Source: an optimization exercise on an open RTL-to-GDS flow (aim: small area). Production flows keep margins and buffers that such runs may drop.
Only simulation tests tie the RTL to the original design; equivalence was not proved.
Power is estimated from default activity; no workload was simulated.

## flow/design.v (module list and top-level ports; edited modules follow where they fit)
// module RegFile_32bit: 44 lines
// module ALU: 48 lines
// module Flags_reg: 13 lines
// module IF_Unit: 89 lines
// module IFID_reg: 34 lines
// module ID_Unit: 141 lines
// module CPU_control: 258 lines
// module Hazard_Detect: 100 lines
// module PC_control: 121 lines
// module IDEX_reg: 131 lines
// module EX_Unit: 97 lines
// module EXMEM_reg: 53 lines
// module MEMWB_reg: 33 lines
// module Data_Forward: 53 lines
// module Trap_Handler: 257 lines
// module CPU: 553 lines
// module CPU_PPU_Interface: 65 lines
// module tron_top: 68 lines
module tron_top
(
	input				clk,
	input				rst,
	input				keyboard_intr,
	input [7:0]		keyboard_data,
	input				game_tick_intr,
	input				stack_overflow_intr,
	output			imem_en,
	output [11:0]	imem_addr,
	input [31:0]	imem_rdata,
	output			dmem_en,
	output			dmem_we,
	output [11:0]	dmem_addr,
	output [31:0]	dmem_wdata,
	input [31:0]	dmem_rdata,
	output			BGTTWrite,
	output			BGATWrite,
	output [9:0]	BGWrite_addr,
	output [7:0]	BGWrite_data,
	output [3:0]	OAMWrite,
	output [5:0]	OAMWrite_addr,
	output [31:0]	OAMWrite_data,
	output			interrupt_return
);
  // ...
==> flow/flow/run.sh <==
#!/bin/bash
# The standard layout (standard.sh), with two settings changed:
#  - each port gets the smallest buffer cell (buf_1) instead of clkdlybuf4s50_1;
#  - the clock tree uses clkbuf_8 buffers, clusters of up to 14 sinks within
#    70 um, and no dummy loads.
# The full output of the layout goes to standard.log in the work folder; the
# ORFS logs of each step are under orfs/logs/.
set -euo pipefail
cd "$(dirname "$0")/.."
export BUFFER_PORTS_ARGS="-buffer_cell sky130_fd_sc_hd__buf_1"
export CTS_ARGS="-sink_clustering_enable -repair_clock_nets -dont_use_dummy_load -buf_list sky130_fd_sc_hd__clkbuf_8 -sink_clustering_size 14 -sink_clustering_max_diameter 70"
bash standard.sh finish > standard.log 2>&1
==> flow/standard.sh <==
#!/bin/bash
# synth_recipe.tcl (not shown) runs the flow's synth.tcl, then flattens the netlist and writes it again
# the make line also repeats each setting of config.mk as NAME=value (left out here)
make -C /OpenROAD-flow-scripts/flow DESIGN_CONFIG=/design/flow/config.mk WORK_HOME=/design/flow/orfs CLKGATE_MAP_FILE= SYNTH_SCRIPT=/design/flow/synth_recipe.tcl "${@:-finish}"
==> flow/config.mk <==
export PLATFORM = sky130hd
export DESIGN_NAME = tron_top
export DESIGN_NICKNAME = tron_top
export VERILOG_FILES = /design/flow/design.v
export SDC_FILE = /design/flow/constraint.sdc
export NUM_CORES = 4
export LEC_CHECK = 0
export CAP_MARGIN = 20
export CORE_MARGIN = 2
export CORE_UTILIZATION = 60
export SLEW_MARGIN = 20
==> flow/constraint.sdc <==
create_clock -name core_clock -period 22.0 [get_ports {clk}]
set_input_delay 4.4000 -clock core_clock [delete_from_list [all_inputs] [get_ports {clk}]]
set_output_delay 4.4000 -clock core_clock [all_outputs]
set_load 0.01 [all_outputs]
==> flow_summary.toml, run 1 <==
[timing]
worst_slew_pin_slew_ns = 1.32
fin_ws_ns = 1.35
hold_viol_final = 0

[layout]
area_dominant_class = "flip-flops and latches"
final_cells = 7085
seq_area_um2 = 39900
final_cell_mix = "1,024 x edfxtp_1, 490 x nand2_1, 361 x dfxtp_1"
multi_input_area_um2 = 24000
fill_cells = 8273
inverters = 143

[power]
switchingPower_w = 0.00345
vdd_ir_drop_max_mv = 0.0695

[cts]
clk_latency_ns = 0.90
cts.path.max_buffers = 3
path_clk_slew_ns = 0.10

[route]
dr.max_layer_used = "met5"
remaining_drc_errors = 0
wl_per_cell_um = 37.7

[synthesis]
synthCells = 5494
synth_area_per_cell_um2 = 12.0
synth_most_common_cell = "edfxtp_1"
seq_area_frac_synth_pct = 60.8

[setup_path]
cp_data_required_time_ns = 11.66
rr_worst_depth = 50
r2r_start = "CPU.EXMEM.DestReg_out[3]"
cp_num_buf_inv = 5
cp_top_family = "compound AO/OA/AOI/OAI gates"

[run_status]
status = "timing/DRC/antenna clean"

[place]
place_hpwl_mm = 183
pre_cts_ws_ns = 0.974
placed_area_um2 = 68600

[global_routing]
grt_max_degree = 65
grt.met3_usage_pct = 12.4

[die]
tap_cells = 1414
==> run 2: changes to the inputs <==
==> flow/run.sh (new file) <==
#!/bin/bash
# synth_recipe.tcl (not shown) runs the flow's synth.tcl, then flattens the netlist and writes it again
# the make line also repeats each setting of config.mk as NAME=value (left out here)
make -C /OpenROAD-flow-scripts/flow DESIGN_CONFIG=/design/flow/config.mk WORK_HOME=/design/flow/orfs CLKGATE_MAP_FILE= SYNTH_SCRIPT=/design/flow/synth_recipe.tcl finish
--- a/flow/config.mk
+++ b/flow/config.mk
@@ -8,4 +8,5 @@
 export CAP_MARGIN = 20
 export CORE_MARGIN = 2
 export CORE_UTILIZATION = 60
+export CTS_BUF_LIST = sky130_fd_sc_hd__clkbuf_8
 export SLEW_MARGIN = 20
removed: flow/flow/run.sh
removed: flow/standard.sh
==> run 2 against run 1 <==
  * Utilization increased by 3.8 points
  * Largest power group unchanged
  * Sequential cell count stayed put
  * Still clean on timing, DRC and antenna
  * Largest cell class unchanged
  * Worst setup slack better by 0.12 ns
  * Combinational power rose by 4%
  * First-iteration DRC count increased by 5.0%
  * Clock skew rose by 0.0090 ns
  * Power is 12% higher
  * Hold slack improved by 0.027 ns
  * Synthesized cell count did not move
  * Critical path depth unchanged
  * Via count up 2.7%
==> flow_summary.toml, run 2 <==
[layout]
drive_above_1_share_pct = 14.9
fill_cells = 8009
mostFrequentLayoutCell = "edfxtp_1"
nets = 5946
final_cell_mix = "1,024 x edfxtp_1, 489 x nand2_1, 361 x dfxtp_1"
multi_input_area_um2 = 24100
seq_area_um2 = 39900
area_growth_pct = 13.5
finish.utilization_pct = 68.6
largest_reg_flops = 992
final_cells = 7401
top_register = "CPU.IDU.RegFile.r.q"

[setup_path]
end_kind = "flip-flop"
critPathMaxFanout = 41
cp.depth = 18
max_stage_delay_ns = 0.69
path_common_cell = "buf_4"
r2r_start = "CPU.EXMEM.MemToReg_out"
rr_worst_depth = 50
cp-start-kind = "input port"
crit_start = "rst"
cp_data_required_time_ns = 11.74
rr_endpoint = "CPU.IFU.PC_curr[30]"
arrival_ns = 10.27
endpoint = "CPU.IDU.RegFile.Read_Bus_1[13]"
cp_num_buf_inv = 5
path_class = "in2reg"
slowest_stage = "a211oi_1"
path_cells = "buf_4, inv_8, o221ai_2, mux2i_1, xnor2_1, nor4_1, a31oi_1, o41ai_2, a21oi_1, buf_4, and3_1, a221o_1, a221oi_1, nand4_1, a211oi_1, a21boi_1, buf_4, inv_1"
ff2ff_setup_slack_ns = 3.98
cp_top_family = "compound AO/OA/AOI/OAI gates"

[cts]
path_clk_slew_ns = 0.07
postCtsHoldBufs = 0
cts.sinks = 1464
clk_latency_ns = 0.97
cts_resized = 0
cts_tree = "built"
cts.path.max_buffers = 3
cts_made_buffers = 222
cts_setup_buffers = 0
cts_max_level = 4
cts_root_buf = "clkbuf_8"

[synthesis]
synthFlopType = "edfxtp_1"
ys_ff_latch = 1464
synth-edff-count = 1024
syn-num-nets = 5669
yosysUniqueCellTypes = 111
synthCells = 5494
synth_commonest_cells = "1,024 x edfxtp_1, 507 x nand2_1, 364 x dfxtp_1, 349 x nor2_1, 317 x a21oi_1"
ys_top_cells_by_area = "edfxtp_1 47%, dfxtp_1 11%, mux2_2 3.5%, nand2_1 2.9%, a21oi_1 2.4%"
synth_area_per_cell_um2 = 12.0
yosysTopAreaCellShare_pct = 46.8
synth-async-reset-ratio_pct = 5.19
seq_area_frac_synth_pct = 60.8
synth_most_common_cell = "edfxtp_1"
synth_largest_area_cell = "edfxtp_1"
yosysWarningCount = 18
syn_area_um2 = 65700

[global_routing]
track_usage_pct = 47.6
grt_pass1_vias = 49100
antenna_found_initial = 20
grt_max_degree = 70
grt_pass1_wl_mm = 375
overflow = 0

[route]
ant_nets = 0
routed_wl_mm = 270
viasPerCell = 7.22
drtIter0Drc = 9895
remaining_drc_errors = 0
dr.pass1.iters = 7
dr_total_vias = 53400
wl_per_cell_um = 36.5

[timing]
setup_violations = 0
fin_setup_tns_ns = 0
hold_ws_ns = 0.456
rsz0062_at_grt = "no"
fin_worst_skew_ns = 0.165
drv_slew = 0
hold_viol_final = 0
relSlewSlack_pct = 16.6
worst_slew_pin_slew_ns = 1.25

[power]
internal-power_w = 0.00556
p_leak_nw = 28.5
power_per_cell_area_nw_per_um2 = 124
switching_share_pct = 40.0
p_comb_share_pct = 34.4
vdd_ir_drop_max_mv = 0.0707
clock_power_share_pct = 24.6
switchingPower_w = 0.00371
pwr-share-seq_pct = 41.1
power_w = 0.00927

[die]
die_h_um = 335
dieArea_um2 = 112000
rows = 121
ios = 199
dieWidth_um = 335
start_util_pct = 60.4
core_um2 = 109000

[worst_hold_path]
hold_path.class = "reg2reg"

[place]
numPortBuffers = 198
dp_cells = 6925
gp_congestion = 1.08
place_hpwl_mm = 184

[run_status]
status = "timing/DRC/antenna clean"

[run]
max_cap_viol_count = 0
-- run 2: cell counts after synthesis --
No cell type changed its count.
-- run 2: worst min-delay path by stage --
stage                                      start                        to  slack, ns  cells past startpoint
6_report       CPU.PC_cntrl.clr_branch_hazard_ff          CPU.PC_branch_ff       0.46                      0
5_1_grt        CPU.PC_cntrl.clr_branch_hazard_ff          CPU.PC_branch_ff       0.48                      0
4_1_cts        CPU.PC_cntrl.clr_branch_hazard_ff          CPU.PC_branch_ff       0.45                      0
3_5_place_dp   CPU.PC_cntrl.clr_branch_hazard_ff          CPU.PC_branch_ff       0.42                      0
3_3_place_gp   CPU.PC_cntrl.clr_branch_hazard_ff          CPU.PC_branch_ff       0.43                      0
2_1_floorplan           CPU.EXMEM.DestReg_out[0]  CPU.MEMWB.DestReg_out[0]       0.33                      0
-- run 2: kinds of logic (layout without fill, tap and decap cells) --
logic type	after synthesis	in the layout	synth area share [%]
mux	364	364	6.00
other cells	0	23	0
fa+ha+maj	98	98	2.22
compound gates	1487	1487	15.9
buf+inv	534	1004	3.38
simple gates	1453	1453	10.4
flops	1464	1464	60.8
xor+xnor	94	94	1.26
-- run 2: power groups by stage --
stage,sequential (W),clock (W),combinational (W)
6_report,0.00380,0.00228,0.00319
5_1_grt,0.00382,0.00238,0.00326
4_1_cts,0.00377,0.00226,0.00302
3_5_place_dp,0.00382,0.00000972,0.00301
3_3_place_gp,0.00381,0.00000972,0.00298
2_1_floorplan,0.00363,0.00000972,0.00173
-- run 2: metrics by stage --
| stage | cell area [µm²] | setup WS, ns |
|---|---|---|
| final | 74600 | 1.47 |
| after detailed placement | 69900 | 1.09 |
| after global placement | 69800 | 1.23 |
| after CTS | 74400 | 1.94 |
| after floorplan | 65700 | 3.02 |
| after global routing | 74500 | 1.56 |
-- run 2: final cells by class --
cell class | instances | area share, %
flip-flops and latches | 1464 | 53.6
clock inverters | 208 | 1.60
multi-input cells | 3496 | 32.3
inverters | 143 | 0.733
diodes | 23 | 0.0772
clock buffers | 243 | 4.49
repair buffers | 410 | 4.87
well taps | 1414 | 2.37
-- run 2: metal layers --
| layer | wire length (µm) | GRT usage [%] | vias up |
|---|---|---|---|
| met5 | 132 | 0 | - |
| met4 | 23400 | 32.8 | 18 |
| met3 | 38500 | 14.9 | 1205 |
| met2 | 117000 | 70.6 | 4909 |
| met1 | 91500 | 59.9 | 25700 |
| li1 | - | - | 21600 |
==> module IF_Unit, before the edit <==
module IF_Unit
(	
	clk, rst, 								 
	data_hazard, PC_hazard,				 
	keyboard_hazard, pop_haz,	
	PC_control, PC_src,					 
	instruction_in,						 
	ld_idr, ld_epc,						 
	branch_to_keyboard_ISR,
	branch_to_gametick_ISR,
	branch_to_stackoverflow_ISR,
	idr_data, EPC,
	jreg_noRead,
	stack_overflow_hazard,
	game_tick_hazard,
	PC_plus_1, PC_curr,	PC_IM,	 
	keep_flags, instr_en,
	instruction_out						 
);
input				clk, rst;
input 			PC_src;
input [31:0]	PC_control;
input				PC_hazard;
input				data_hazard;
input				pop_haz;
input 			ld_idr;
input				ld_epc;
input				branch_to_keyboard_ISR;
input				branch_to_stackoverflow_ISR;
input				branch_to_gametick_ISR;
input [7:0]		idr_data;
input [31:0]	EPC;
input				keyboard_hazard;
input				game_tick_hazard;
input				stack_overflow_hazard;
input				jreg_noRead;
input [31:0]	instruction_in;
output 					keep_flags;
output reg 	[31:0]	PC_plus_1;
output reg	[31:0]	PC_curr;		 
output		[31:0]	PC_IM;		 
output					instr_en;
output 		[31:0]	instruction_out;
wire						interrupt_hazard;
reg [31:0]				PC_update;
assign instr_en 			= !(data_hazard | PC_hazard | pop_haz);
assign cond_jreg 			= (jreg_noRead & !rst);
assign interrupt_hazard = (game_tick_hazard | stack_overflow_hazard | keyboard_hazard);
assign interrupt_branch = (branch_to_keyboard_ISR | branch_to_stackoverflow_ISR | branch_to_gametick_ISR);
assign PC_IM				=	(branch_to_keyboard_ISR) 			? 32'h0000_03FE:  
									(branch_to_gametick_ISR) 			? 32'h0000_03FD:
									(branch_to_stackoverflow_ISR) 	? 32'h0000_03FF:
									PC_curr;
assign instruction_out	=	(ld_epc) 																			? {16'b001001_11110_00000, EPC[15:0]}:				 
									(ld_idr) 																			? {24'b001001_11100_00000_00000000, idr_data}:	 
									((interrupt_hazard&~interrupt_branch&~ld_idr&~ld_epc)|cond_jreg)	?	32'hFFFF_FFFF:	
									instruction_in;
assign keep_flags = (ld_epc | ld_idr); 
always @(negedge clk, posedge rst) begin
	if(rst) begin
		PC_plus_1 <= 32'h0000_0001;
	end
	else if(!PC_hazard) begin
		PC_plus_1 <= PC_IM + 1;
	end
	else begin
		PC_plus_1 <= PC_plus_1;
	end
end
always @(*) begin
	if (PC_src) begin
		PC_update = PC_control;
	end
	else begin
		PC_update = PC_plus_1;
	end
end
always @(posedge clk) begin
	if (rst) begin
		PC_curr <= 32'h00000000;
	end
	else if (!data_hazard & !pop_haz) begin
		PC_curr <= PC_update;
	end
	else begin
		PC_curr <= PC_curr;
	end
end
endmodule
==> module IFID_reg, before the edit <==
module IFID_reg
(
	clk, rst, keep_flags_in,
	data_hazard, PC_hazard, pop_haz,
	instruction_in, PC_in, 
	PC_out, instruction_out,
	pop_haz_out, keep_flags_out
);
input clk, rst, data_hazard, PC_hazard, pop_haz, keep_flags_in;
input [31:0] instruction_in;   		 
input [31:0] PC_in;         			 
output reg [31:0] PC_out;        	 
output reg [31:0] instruction_out;	 
output reg	  		pop_haz_out;
output reg 			keep_flags_out;
wire load = !data_hazard & !PC_hazard & !pop_haz;
always @(posedge clk) begin
	if (rst) begin
		instruction_out	<= 32'hFC000000;
		pop_haz_out			<= 1'b0;
		keep_flags_out		<= 1'b0;
	end
	else begin
		if (load)
			instruction_out 	<= instruction_in;
		pop_haz_out			<= pop_haz;
		keep_flags_out		<= keep_flags_in;
	end
end
always @(posedge clk) begin
	if (load)
		PC_out 				<= PC_in;
end
endmodule
==> module PC_control, before the edit <==
module PC_control
(
	clk, PC_in, PC_stack_pointer, ALU_result, flags,
	J_type_imm, branch, branch_cond, call, ret, data_hazard,
	reg_1_data, jreg, rst,
	PC_update, PC_src,
	clr_branch_hazard_ff,
	clr_call_hazard_ff,
	clr_ret_hazard_ff,
	clr_jreg_hazard_ff
);
input				clk, rst;
input				branch;
input [1:0]		branch_cond;
input				data_hazard;
input				call;
input 			jreg;
input [25:0]	J_type_imm;
input [5:0]		PC_in;
input [31:0]	reg_1_data;
input [31:0]	ALU_result;
input [2:0]		flags;           
input				ret;              
input [31:0]	PC_stack_pointer;
output reg		clr_branch_hazard_ff;
output reg		clr_call_hazard_ff;
output reg		clr_ret_hazard_ff;
output reg		clr_jreg_hazard_ff;
output reg [31:0] 	PC_update;
output reg        	PC_src;
reg		clr_branch_hazard;
reg		clr_call_hazard;
reg		clr_ret_hazard;
reg		clr_jreg_hazard;
reg		clr_branch_hazard_ff_2;
wire branch_en;
assign branch_en = !(clr_branch_hazard_ff | clr_branch_hazard_ff_2);
localparam EQ	= 2'b00;
localparam NE	= 2'b01;
localparam LT	= 2'b10;
always @(*) begin
	if (branch && branch_en) begin
		PC_update = ALU_result;
		case(branch_cond)
			EQ : begin
				if (flags[2])
					PC_src = 1;
				else
					PC_src = 0;
			end
			NE : begin
				if (!flags[2])
					PC_src = 1;
				else
					PC_src = 0;
			end
			LT : begin
				if (flags[0] & !flags[1])
					PC_src = 1;
				else
					PC_src = 0;
			end
			default : begin
				PC_src = 1;
			end
		endcase  
		clr_branch_hazard 	= 1;	 
		clr_call_hazard 		= 0;
		clr_ret_hazard 		= 0;
		clr_jreg_hazard		= 0;
	end  
	else if (call & !data_hazard) begin
		PC_update	= {PC_in, J_type_imm};
		PC_src		= 1;
		clr_call_hazard		= 1;	 
		clr_branch_hazard 	= 0;
		clr_ret_hazard 		= 0;
		clr_jreg_hazard		= 0;
	end
	else if (ret & !data_hazard) begin
		PC_update	= PC_stack_pointer;
		PC_src		= ~clr_ret_hazard_ff;
		clr_call_hazard		= 0;
		clr_branch_hazard 	= 0;
		clr_ret_hazard 		= 1;	 
		clr_jreg_hazard		= 0;
	end
	else if (jreg & !data_hazard) begin
		PC_update	= reg_1_data;
		PC_src		= 1'b1;
		clr_call_hazard		= 0;
		clr_branch_hazard 	= 0;
		clr_ret_hazard 		= 0;
		clr_jreg_hazard		= 1;	 
	end 
	else begin
		PC_update	= 32'h00000000;
		PC_src		= 0;
		clr_call_hazard		= 0;
		clr_branch_hazard 	= 0;
		clr_ret_hazard 		= 0;
		clr_jreg_hazard		= 0;
	end
end
always @(posedge clk, posedge rst) begin
if(rst) begin
	clr_branch_hazard_ff		<= 1'b0;
	clr_call_hazard_ff		<= 1'b0;
	clr_ret_hazard_ff			<= 1'b0;
	clr_jreg_hazard_ff		<= 1'b0;
	clr_branch_hazard_ff_2	<= 1'b0;
end
else begin
	clr_branch_hazard_ff		<= clr_branch_hazard;
	clr_call_hazard_ff		<= clr_call_hazard;
	clr_ret_hazard_ff			<= clr_ret_hazard;
	clr_jreg_hazard_ff		<= clr_jreg_hazard;
	clr_branch_hazard_ff_2	<= clr_branch_hazard_ff;
end
end
endmodule
==> module Trap_Handler, before the edit <==
module Trap_Handler
(
	clk,
	rst,
	data_hazard, 
	control_hazard,
	pop_hazard,
	keyboard_intr,
	game_tick_intr,
	stack_overflow_intr,
	keyboard_data_in,
	IF_PC,
	keyboard_hazard,
	game_tick_hazard,
	stack_overflow_hazard,
	keyboard_data_out,
	ld_idr,
	ld_epc,
	branch_to_keyboard_ISR,
	branch_to_gametick_ISR,
	branch_to_stackoverflow_ISR,
	EPC
);
input 			clk, rst;
input				data_hazard;
input				control_hazard;
input				pop_hazard;
input				keyboard_intr;
input				game_tick_intr;
input				stack_overflow_intr;
input [7:0]		keyboard_data_in;
input [31:0]	IF_PC;
output reg [7:0]	keyboard_data_out;
output reg [31:0] EPC;
output reg			ld_idr, ld_epc;
output reg			branch_to_keyboard_ISR;
output reg			branch_to_gametick_ISR;
output reg			branch_to_stackoverflow_ISR;
output reg 			keyboard_hazard;
output reg			game_tick_hazard;
output reg			stack_overflow_hazard;
reg [1:0]	cnt;
reg [3:0]	state, next_state;
reg			game_tick_intr_ff;
reg			stack_overflow_intr_ff;
reg			keyboard_intr_ff;
reg			clr_game_tick_intr;
reg			clr_stack_overflow_intr;
reg			clr_keyboard_intr;
wire 			hazard;
reg 			save_keyboard_data;
reg 			get_EPC;
reg 			clr_cnt;
localparam IDLE 									= 4'b0000;
localparam HOLD_KEYBOARD_INTERRUPT			= 4'b0001;
localparam HOLD_GAMETICK_INTERRUPT			= 4'b0010;
localparam HOLD_STACKOVERFLOW_INTERRUPT	= 4'b0011;
localparam EX_KEYBOARD_INTERRUPT 			= 4'b0100;
localparam EX_GAMETICK_INTERRUPT 			= 4'b0101;
localparam EX_STACKOVERFLOW_INTERRUPT		= 4'b0111;
assign hazard = (control_hazard | pop_hazard | data_hazard);
always@(posedge clk, posedge rst) begin
	if(rst)
		state <= IDLE;
	else
		state <= next_state;
end
always@(posedge clk, posedge rst) begin
	if(rst)
		keyboard_data_out <= 8'h00;
	else if(keyboard_intr)
		keyboard_data_out <= keyboard_data_in;
	else
		keyboard_data_out <= keyboard_data_out;
end
always@(posedge clk, posedge rst) begin
	if(rst)
		EPC <= 32'h00000000;
	else if(get_EPC)
		EPC <= IF_PC;
end
always@(posedge clk, posedge rst) begin
	if(rst) 
		cnt <= 2'b00;
	else if(clr_cnt)
		cnt <= 2'b00;
	else 
		cnt <= cnt + 1; 
end
always@(posedge clk, posedge rst) begin
	if(rst) 
		keyboard_intr_ff <= 1'b0;
	else if(keyboard_intr)
		keyboard_intr_ff <= 1'b1;
	else if(clr_keyboard_intr)
		keyboard_intr_ff <= 1'b0;
	else
		keyboard_intr_ff <= keyboard_intr_ff;
end
always@(posedge clk, posedge rst) begin
	if(rst) 
		stack_overflow_intr_ff <= 1'b0;
	else if(stack_overflow_intr)
		stack_overflow_intr_ff <= 1'b1;
	else if(clr_stack_overflow_intr)
		stack_overflow_intr_ff <= 1'b0;
	else
		stack_overflow_intr_ff <= stack_overflow_intr_ff;
end
always@(posedge clk, posedge rst) begin
	if(rst) 
		game_tick_intr_ff <= 1'b0;
	else if(game_tick_intr)
		game_tick_intr_ff <= 1'b1;
	else if(clr_game_tick_intr)
		game_tick_intr_ff <= 1'b0;
	else
		game_tick_intr_ff <= game_tick_intr_ff;
end
always@(*) begin	
keyboard_hazard					= 1'b1;		 
game_tick_hazard					= 1'b1;
stack_overflow_hazard			= 1'b1;
save_keyboard_data				= 1'b0;
clr_cnt								= 1'b0;
get_EPC								= 1'b0;
ld_idr								= 1'b0;
ld_epc								= 1'b0;
branch_to_keyboard_ISR			= 1'b0;
branch_to_gametick_ISR			= 1'b0;
branch_to_stackoverflow_ISR	= 1'b0;
clr_game_tick_intr				= 1'b0;
clr_keyboard_intr					= 1'b0;
clr_stack_overflow_intr			= 1'b0;
case(state)
	IDLE:begin
		keyboard_hazard = 1'b0;
		game_tick_hazard = 1'b0;
		stack_overflow_hazard = 1'b0;
		if(keyboard_intr & hazard) begin		 
			save_keyboard_data = 1'b1;
			next_state = HOLD_KEYBOARD_INTERRUPT;	
			keyboard_hazard = 1'b1;
		end
		else if(keyboard_intr & ~hazard) begin
			save_keyboard_data = 1'b1;
			get_EPC = 1'b1;
			next_state = EX_KEYBOARD_INTERRUPT;
			keyboard_hazard = 1'b1;
			clr_cnt = 1'b1;
		end
		else if(game_tick_intr & hazard) begin
			game_tick_hazard = 1'b1;
			next_state = HOLD_GAMETICK_INTERRUPT;			
		end
		else if(game_tick_intr & ~hazard) begin
			get_EPC = 1'b1;
			game_tick_hazard = 1'b1;
			next_state = EX_GAMETICK_INTERRUPT;	
			clr_cnt = 1'b1;		
		end
		else if(stack_overflow_intr & hazard) begin
			stack_overflow_hazard = 1'b1;
			next_state = HOLD_STACKOVERFLOW_INTERRUPT;			
		end
		else if(stack_overflow_intr & ~hazard) begin
			get_EPC = 1'b1;
			stack_overflow_hazard = 1'b1;
			next_state = EX_STACKOVERFLOW_INTERRUPT;	
			clr_cnt = 1'b1;		
		end
		else begin
			next_state = IDLE;
		end		
	end
	HOLD_KEYBOARD_INTERRUPT: begin
		get_EPC = 1'b1;
		game_tick_hazard = 1'b0;
		stack_overflow_hazard = 1'b0;
		if(hazard) begin
			next_state = HOLD_KEYBOARD_INTERRUPT;
		end
		else begin
			next_state = EX_KEYBOARD_INTERRUPT;
			clr_cnt = 1'b1;
		end
	end
	EX_KEYBOARD_INTERRUPT: begin
		game_tick_hazard = 1'b0;
		stack_overflow_hazard = 1'b0;
		if(cnt[1]) begin			 
			branch_to_keyboard_ISR = 1'b1;   
			next_state = IDLE;
			clr_keyboard_intr = 1'b1;
		end
		else begin
			ld_idr = ~cnt[0]; 		 
			ld_epc = cnt[0];		 
			next_state = EX_KEYBOARD_INTERRUPT;
		end
	end
	HOLD_GAMETICK_INTERRUPT: begin
		keyboard_hazard = 1'b0;
		stack_overflow_hazard = 1'b0;
		get_EPC = 1'b1;		
		if(hazard) begin
			next_state = HOLD_GAMETICK_INTERRUPT;
		end
		else begin
			next_state = EX_GAMETICK_INTERRUPT;
			clr_cnt = 1'b1;
		end
	end
	EX_GAMETICK_INTERRUPT: begin
		stack_overflow_hazard = 1'b0;
		keyboard_hazard = 1'b0;
		if(cnt[0]) begin
			branch_to_gametick_ISR = 1'b1;
			next_state = IDLE;
			clr_game_tick_intr = 1'b1;
		end
		else begin
			ld_epc = ~cnt[0];
			next_state = EX_GAMETICK_INTERRUPT;
		end
	end
	HOLD_STACKOVERFLOW_INTERRUPT: begin
		keyboard_hazard = 1'b0;
		game_tick_hazard = 1'b0;
		get_EPC = 1'b1;
		if(hazard)begin
			next_state = HOLD_STACKOVERFLOW_INTERRUPT;
		end
		else begin
			next_state = EX_STACKOVERFLOW_INTERRUPT;
			clr_cnt = 1'b1;
		end
	end
	EX_STACKOVERFLOW_INTERRUPT: begin
		keyboard_hazard = 1'b0;
		game_tick_hazard = 1'b0;
		if(cnt[0]) begin
			branch_to_stackoverflow_ISR = 1'b1;
			next_state = IDLE;	
			clr_stack_overflow_intr = 1'b1;
		end
		else begin
			next_state = EX_STACKOVERFLOW_INTERRUPT;
			ld_epc = ~cnt[0];
		end
	end
	default: begin
		next_state = IDLE;
	end
endcase
end
endmodule 
==> run 3: changes to the inputs <==
--- a/flow/design.v
+++ b/flow/design.v
@@ -162,7 +162,7 @@
 									PC_curr;
 assign instruction_out	=	(ld_epc) 																			? {16'b001001_11110_00000, EPC[15:0]}:				 
 									(ld_idr) 																			? {24'b001001_11100_00000_00000000, idr_data}:	 
-									((interrupt_hazard&~interrupt_branch&~ld_idr&~ld_epc)|cond_jreg)	?	32'hFFFF_FFFF:	
+									((interrupt_hazard&~interrupt_branch&~ld_idr&~ld_epc)|cond_jreg|rst)	?	32'hFFFF_FFFF:	 
 									instruction_in;
 assign keep_flags = (ld_epc | ld_idr); 
 always @(negedge clk, posedge rst) begin
@@ -177,12 +177,7 @@
 	end
 end
 always @(*) begin
-	if (PC_src) begin
-		PC_update = PC_control;
-	end
-	else begin
-		PC_update = PC_plus_1;
-	end
+	PC_update = PC_control | ({32{~PC_src}} & PC_plus_1);
 end
 always @(posedge clk) begin
 	if (rst) begin
@@ -215,16 +210,15 @@
 wire load = !data_hazard & !PC_hazard & !pop_haz;
 always @(posedge clk) begin
 	if (rst) begin
-		instruction_out	<= 32'hFC000000;
 		pop_haz_out			<= 1'b0;
 		keep_flags_out		<= 1'b0;
 	end
 	else begin
-		if (load)
-			instruction_out 	<= instruction_in;
 		pop_haz_out			<= pop_haz;
 		keep_flags_out		<= keep_flags_in;
 	end
+	if (load)
+		instruction_out 	<= instruction_in;
 end
 always @(posedge clk) begin
 	if (load)
@@ -774,69 +768,31 @@
 localparam EQ	= 2'b00;
 localparam NE	= 2'b01;
 localparam LT	= 2'b10;
+wire branch_act = branch & branch_en;
+reg  branch_taken;
 always @(*) begin
-	if (branch && branch_en) begin
-		PC_update = ALU_result;
-		case(branch_cond)
-			EQ : begin
-				if (flags[2])
-					PC_src = 1;
-				else
-					PC_src = 0;
-			end
-			NE : begin
-				if (!flags[2])
-					PC_src = 1;
-				else
-					PC_src = 0;
-			end
-			LT : begin
-				if (flags[0] & !flags[1])
-					PC_src = 1;
-				else
-					PC_src = 0;
-			end
-			default : begin
-				PC_src = 1;
-			end
-		endcase  
-		clr_branch_hazard 	= 1;	 
-		clr_call_hazard 		= 0;
-		clr_ret_hazard 		= 0;
-		clr_jreg_hazard		= 0;
-	end  
-	else if (call & !data_hazard) begin
-		PC_update	= {PC_in, J_type_imm};
-		PC_src		= 1;
-		clr_call_hazard		= 1;	 
-		clr_branch_hazard 	= 0;
-		clr_ret_hazard 		= 0;
-		clr_jreg_hazard		= 0;
-	end
-	else if (ret & !data_hazard) begin
-		PC_update	= PC_stack_pointer;
-		PC_src		= ~clr_ret_hazard_ff;
-		clr_call_hazard		= 0;
-		clr_branch_hazard 	= 0;
-		clr_ret_hazard 		= 1;	 
-		clr_jreg_hazard		= 0;
-	end
-	else if (jreg & !data_hazard) begin
-		PC_update	= reg_1_data;
-		PC_src		= 1'b1;
-		clr_call_hazard		= 0;
-		clr_branch_hazard 	= 0;
-		clr_ret_hazard 		= 0;
-		clr_jreg_hazard		= 1;	 
-	end 
-	else begin
-		PC_update	= 32'h00000000;
-		PC_src		= 0;
-		clr_call_hazard		= 0;
-		clr_branch_hazard 	= 0;
-		clr_ret_hazard 		= 0;
-		clr_jreg_hazard		= 0;
-	end
+	case (branch_cond)
+		EQ :		branch_taken = flags[2];
+		NE :		branch_taken = !flags[2];
+		LT :		branch_taken = flags[0] & !flags[1];
+		default :	branch_taken = 1'b1;
+	endcase
+end
+wire call_act = ~branch_act & call & ~data_hazard;
+wire ret_act  = ~branch_act & ~(call & ~data_hazard) & ret & ~data_hazard;
+wire jreg_act = ~branch_act & ~(call & ~data_hazard) & ~(ret & ~data_hazard) & jreg & ~data_hazard;
+wire sel_branch = branch_act & branch_taken;
+wire sel_ret    = ret_act & ~clr_ret_hazard_ff;
+always @(*) begin
+	PC_src = sel_branch | call_act | sel_ret | jreg_act;
+	PC_update = ({32{sel_branch}} & ALU_result)
+	          | ({32{call_act}}   & {PC_in, J_type_imm})
+	          | ({32{sel_ret}}    & PC_stack_pointer)
+	          | ({32{jreg_act}}   & reg_1_data);
+	clr_branch_hazard	= branch_act;
+	clr_call_hazard	= call_act;
+	clr_ret_hazard		= ret_act;
+	clr_jreg_hazard	= jreg_act;
 end
 always @(posedge clk, posedge rst) begin
 if(rst) begin
@@ -1295,18 +1251,12 @@
 	else
 		state <= next_state;
 end
-always@(posedge clk, posedge rst) begin
-	if(rst)
-		keyboard_data_out <= 8'h00;
-	else if(keyboard_intr)
+always@(posedge clk) begin
+	if(keyboard_intr)
 		keyboard_data_out <= keyboard_data_in;
-	else
-		keyboard_data_out <= keyboard_data_out;
 end
-always@(posedge clk, posedge rst) begin
-	if(rst)
-		EPC <= 32'h00000000;
-	else if(get_EPC)
+always@(posedge clk) begin
+	if(get_EPC)
 		EPC <= IF_PC;
 end
 always@(posedge clk, posedge rst) begin
==> flow/flow/run.sh (new file) <==
#!/bin/bash
# The standard layout (standard.sh), with these changes:
#  - synthesis maps the logic with an area-oriented ABC script (flow/synth.tcl,
#    flow/abc_area.script); otherwise it is synth_recipe.tcl unchanged;
#  - each port gets the smallest buffer cell (buf_1) instead of clkdlybuf4s50_1;
#  - the clock tree uses clkbuf_8 buffers, clusters of up to 14 sinks within
#    70 um, and no dummy loads.
# The full output of the layout goes to standard.log in the work folder; the
# ORFS logs of each step are under orfs/logs/.
set -euo pipefail
cd "$(dirname "$0")/.."
WORK=$(pwd)
export FLOW_SYNTH_TCL="$WORK/synth_recipe.tcl"
export FLOW_ABC_SCRIPT="$WORK/flow/abc_area.script"
export BUFFER_PORTS_ARGS="-buffer_cell sky130_fd_sc_hd__buf_1"
export CTS_ARGS="-sink_clustering_enable -repair_clock_nets -dont_use_dummy_load -buf_list sky130_fd_sc_hd__clkbuf_8 -sink_clustering_size 14 -sink_clustering_max_diameter 70"
# standard.sh with only its synthesis script replaced
sed "s|SYNTH_SCRIPT=[^ ]*|SYNTH_SCRIPT=$WORK/flow/synth.tcl|" standard.sh > own_standard.sh
grep -q "SYNTH_SCRIPT=$WORK/flow/synth.tcl" own_standard.sh
bash own_standard.sh finish > standard.log 2>&1
==> flow/flow/abc_area.script (new file) <==
strash
dc2
&get -n
&dch -f
&nf -R 1000
&put
==> flow/flow/synth.tcl (new file) <==
# The standard flow's synthesis script (synth_recipe.tcl in the work folder), with ABC run
# on an area-oriented script (flow/abc_area.script) instead of ORFS's speed
# script. ABC only maps the combinational logic, so the registers are the
# standard synthesis's.
proc abc {args} {
  set i [lsearch -exact $args -script]
  if {$i >= 0} { lset args [expr {$i + 1}] $::env(FLOW_ABC_SCRIPT) }
  yosys abc {*}$args
}
source $::env(FLOW_SYNTH_TCL)
==> flow/standard.sh (new file) <==
#!/bin/bash
# synth_recipe.tcl (not shown) runs the flow's synth.tcl, then flattens the netlist and writes it again
# the make line also repeats each setting of config.mk as NAME=value (left out here)
make -C /OpenROAD-flow-scripts/flow DESIGN_CONFIG=/design/flow/config.mk WORK_HOME=/design/flow/orfs CLKGATE_MAP_FILE= SYNTH_SCRIPT=/design/flow/synth_recipe.tcl "${@:-finish}"
--- a/flow/config.mk
+++ b/flow/config.mk
@@ -8,5 +8,4 @@
 export CAP_MARGIN = 20
 export CORE_MARGIN = 2
 export CORE_UTILIZATION = 60
-export CTS_BUF_LIST = sky130_fd_sc_hd__clkbuf_8
 export SLEW_MARGIN = 20
removed: flow/run.sh
==> run 3 against run 2 <==
  * Synthesized cell count is 13% lower
  * Global-route usage decreased by 3.2 points
  * Area after synthesis is 8.5% lower
  * Final cell count decreased by 10%
  * Non-clock buffer count grew 23
  * Clock power shrank about 40%
  * Critical endpoint is now CPU.IDU.RegFile.Read_Bus_1[5]
==> flow_summary.toml, run 3 <==
[synthesis]
synthFlopType = "edfxtp_1"
yosysTopAreaCellShare_pct = 53.9
synth-async-reset-ratio_pct = 3.55
seq_area_frac_synth_pct = 67.2
synth_largest_area_cell = "edfxtp_1"
synth_commonest_cells = "1,080 x edfxtp_1, 641 x nand2_1, 376 x nor2_1, 350 x a21oi_1, 332 x dfxtp_1"
yosysUniqueCellTypes = 62
synthCells = 4776
syn-num-nets = 4951
synth-edff-count = 1080
ys_top_cells_by_area = "edfxtp_1 54%, dfxtp_1 11%, nand2_1 4.0%, a222oi_1 3.2%, a21oi_1 2.9%"
syn_area_um2 = 60100
synth_most_common_cell = "edfxtp_1"
yosysWarningCount = 18
ys_ff_latch = 1464
synth_area_per_cell_um2 = 12.6

[route]
viasPerCell = 7.16
dr_total_vias = 47600
routed_wl_mm = 231
wl_per_cell_um = 34.8
remaining_drc_errors = 0
drtIter0Drc = 9808
ant_nets = 0
dr.pass1.iters = 9

[cts]
cts_resized = 0
cts.sinks = 1464
cts_max_level = 3
cts_tree = "built"
cts_setup_buffers = 0
path_clk_slew_ns = 0.10
cts_made_buffers = 117
cts_root_buf = "clkbuf_8"
clk_latency_ns = 0.89
postCtsHoldBufs = 0
cts.path.max_buffers = 3

[timing]
rsz0062_at_grt = "no"
drv_slew = 0
worst_slew_pin_slew_ns = 1.22
relSlewSlack_pct = 18.4
fin_ws_ns = 0.863
fin_setup_tns_ns = 0
setup_violations = 0
fin_worst_skew_ns = 0.183
hold_viol_final = 0

[run]
max_cap_viol_count = 0

[worst_hold_path]
hold_depth = 1
hold_path.class = "reg2reg"

[die]
core_um2 = 99700
dieWidth_um = 321
dieArea_um2 = 103000
rows = 116
start_util_pct = 60.3
ios = 199
die_h_um = 321

[layout]
mostFrequentLayoutCell = "edfxtp_1"
fill_cells = 7506
largest_reg_flops = 992
final_cell_mix = "1,080 x edfxtp_1, 618 x nand2_1, 351 x nor2_1"
area_growth_pct = 10.6
top_register = "CPU.IDU.RegFile.r.q"
nets = 5519
drive_above_1_share_pct = 8.48
finish.utilization_pct = 66.7

[setup_path]
path_common_cell = "buf_4"
path_class = "in2reg"
end_kind = "flip-flop"
rr_worst_depth = 54
arrival_ns = 10.76
cp-start-kind = "input port"
slowest_stage = "a21oi_1"
critPathMaxFanout = 16
max_stage_delay_ns = 0.54
cp_data_required_time_ns = 11.62

[global_routing]
grt_pass1_vias = 43900
overflow = 0
track_usage_pct = 44.5
antenna_found_initial = 12
grt_pass1_wl_mm = 322
grt_max_degree = 65

[power]
power_per_cell_area_nw_per_um2 = 136
vdd_ir_drop_max_mv = 0.128
power_w = 0.00905
p_leak_nw = 24.5

[run_status]
status = "timing/DRC/antenna clean"

[place]
numPortBuffers = 198
place_hpwl_mm = 149
pre_cts_ws_ns = 0.202
gp_congestion = 1.01
run 3: worst paths after layout:
check	start	to	slack, ns
worst max-delay path	rst	CPU.IDU.RegFile.Read_Bus_1[5]	0.86
worst min-delay path	CPU.Hazard_Detect.pop_square	CPU.Hazard_Detect.pop_square	0.44
worst max register to register	CPU.EXMEM.DestReg_out[0]	CPU.EXMEM.MemEn_out	2.81
worst min register to register	CPU.Hazard_Detect.pop_square	CPU.Hazard_Detect.pop_square	0.44
max in group asynchronous	rst	CPU.IFU.PC_plus_1[20]	5.75
min in group asynchronous	rst	CPU.flags.q[1]	3.91
run 3: critical path: cells and delay by family:
family,cells,cell delay [ns]
AOI/OAI and AO/OA,8,2.62
xor gates and xnor gates,1,0.15
buffers and inverters,7,1.45
muxes,1,0.28
and+or+nand+nor,10,1.84
run 3: kinds of logic after synthesis:
| logic type | Yosys count | share of synthesized area [%] |
|---|---|---|
| adder cells (fa/ha/maj) | 98 | 2.43 |
| multiplexers | 77 | 1.30 |
| AND/OR/NAND/NOR | 1463 | 10.7 |
| XOR/XNOR | 85 | 1.24 |
| AO/OA/AOI/OAI | 1386 | 15.8 |
| flip-flops | 1464 | 67.2 |
| buffers and inverters | 203 | 1.37 |
run 3: where the power goes:
part           leakage (nW)  switching (W)  internal, W
logic                  9.08        0.00259      0.00105
clock network         0.895       0.000876     0.000481
registers              14.6       0.000372      0.00368
total                  24.5        0.00384      0.00521
run 3: final cells by class:
type | count | area, µm² | area share, %
clock buffer | 117 | 1610 | 2.42
clock inverter | 34 | 128 | 0.192
inverter | 185 | 699 | 1.05
multi-input combinational | 3109 | 19400 | 29.2
sequential | 1464 | 40400 | 60.7
antenna | 7 | 17.5 | 0.0264
timing repair buffer | 433 | 2620 | 3.94
tap | 1298 | 1620 | 2.44
run 3: metrics by stage:
| stage | instance area (µm²) | std cells | hold WS, ns |
|---|---|---|---|
| 3_5_place_dp | 64700 | 6490 | 0.418 |
| 6_report | 66500 | 6647 | 0.436 |
| 4_1_cts | 66400 | 6640 | 0.432 |
| 2_1_floorplan | 60200 | 4776 | 0.386 |
| 3_3_place_gp | 64700 | 6490 | 0.414 |
| 5_1_grt | 66500 | 6643 | 0.458 |
run 3: metal layers:
| layer | up-vias | routed length [µm] | global-route usage, % |
|---|---|---|---|
| li1 | 19600 | - | - |
| met4 | 10 | 11400 | 17.6 |
| met3 | 611 | 37200 | 12.6 |
| met5 | - | 69 | 0 |
| met1 | 23200 | 84500 | 64.0 |
| met2 | 4116 | 98000 | 64.2 |
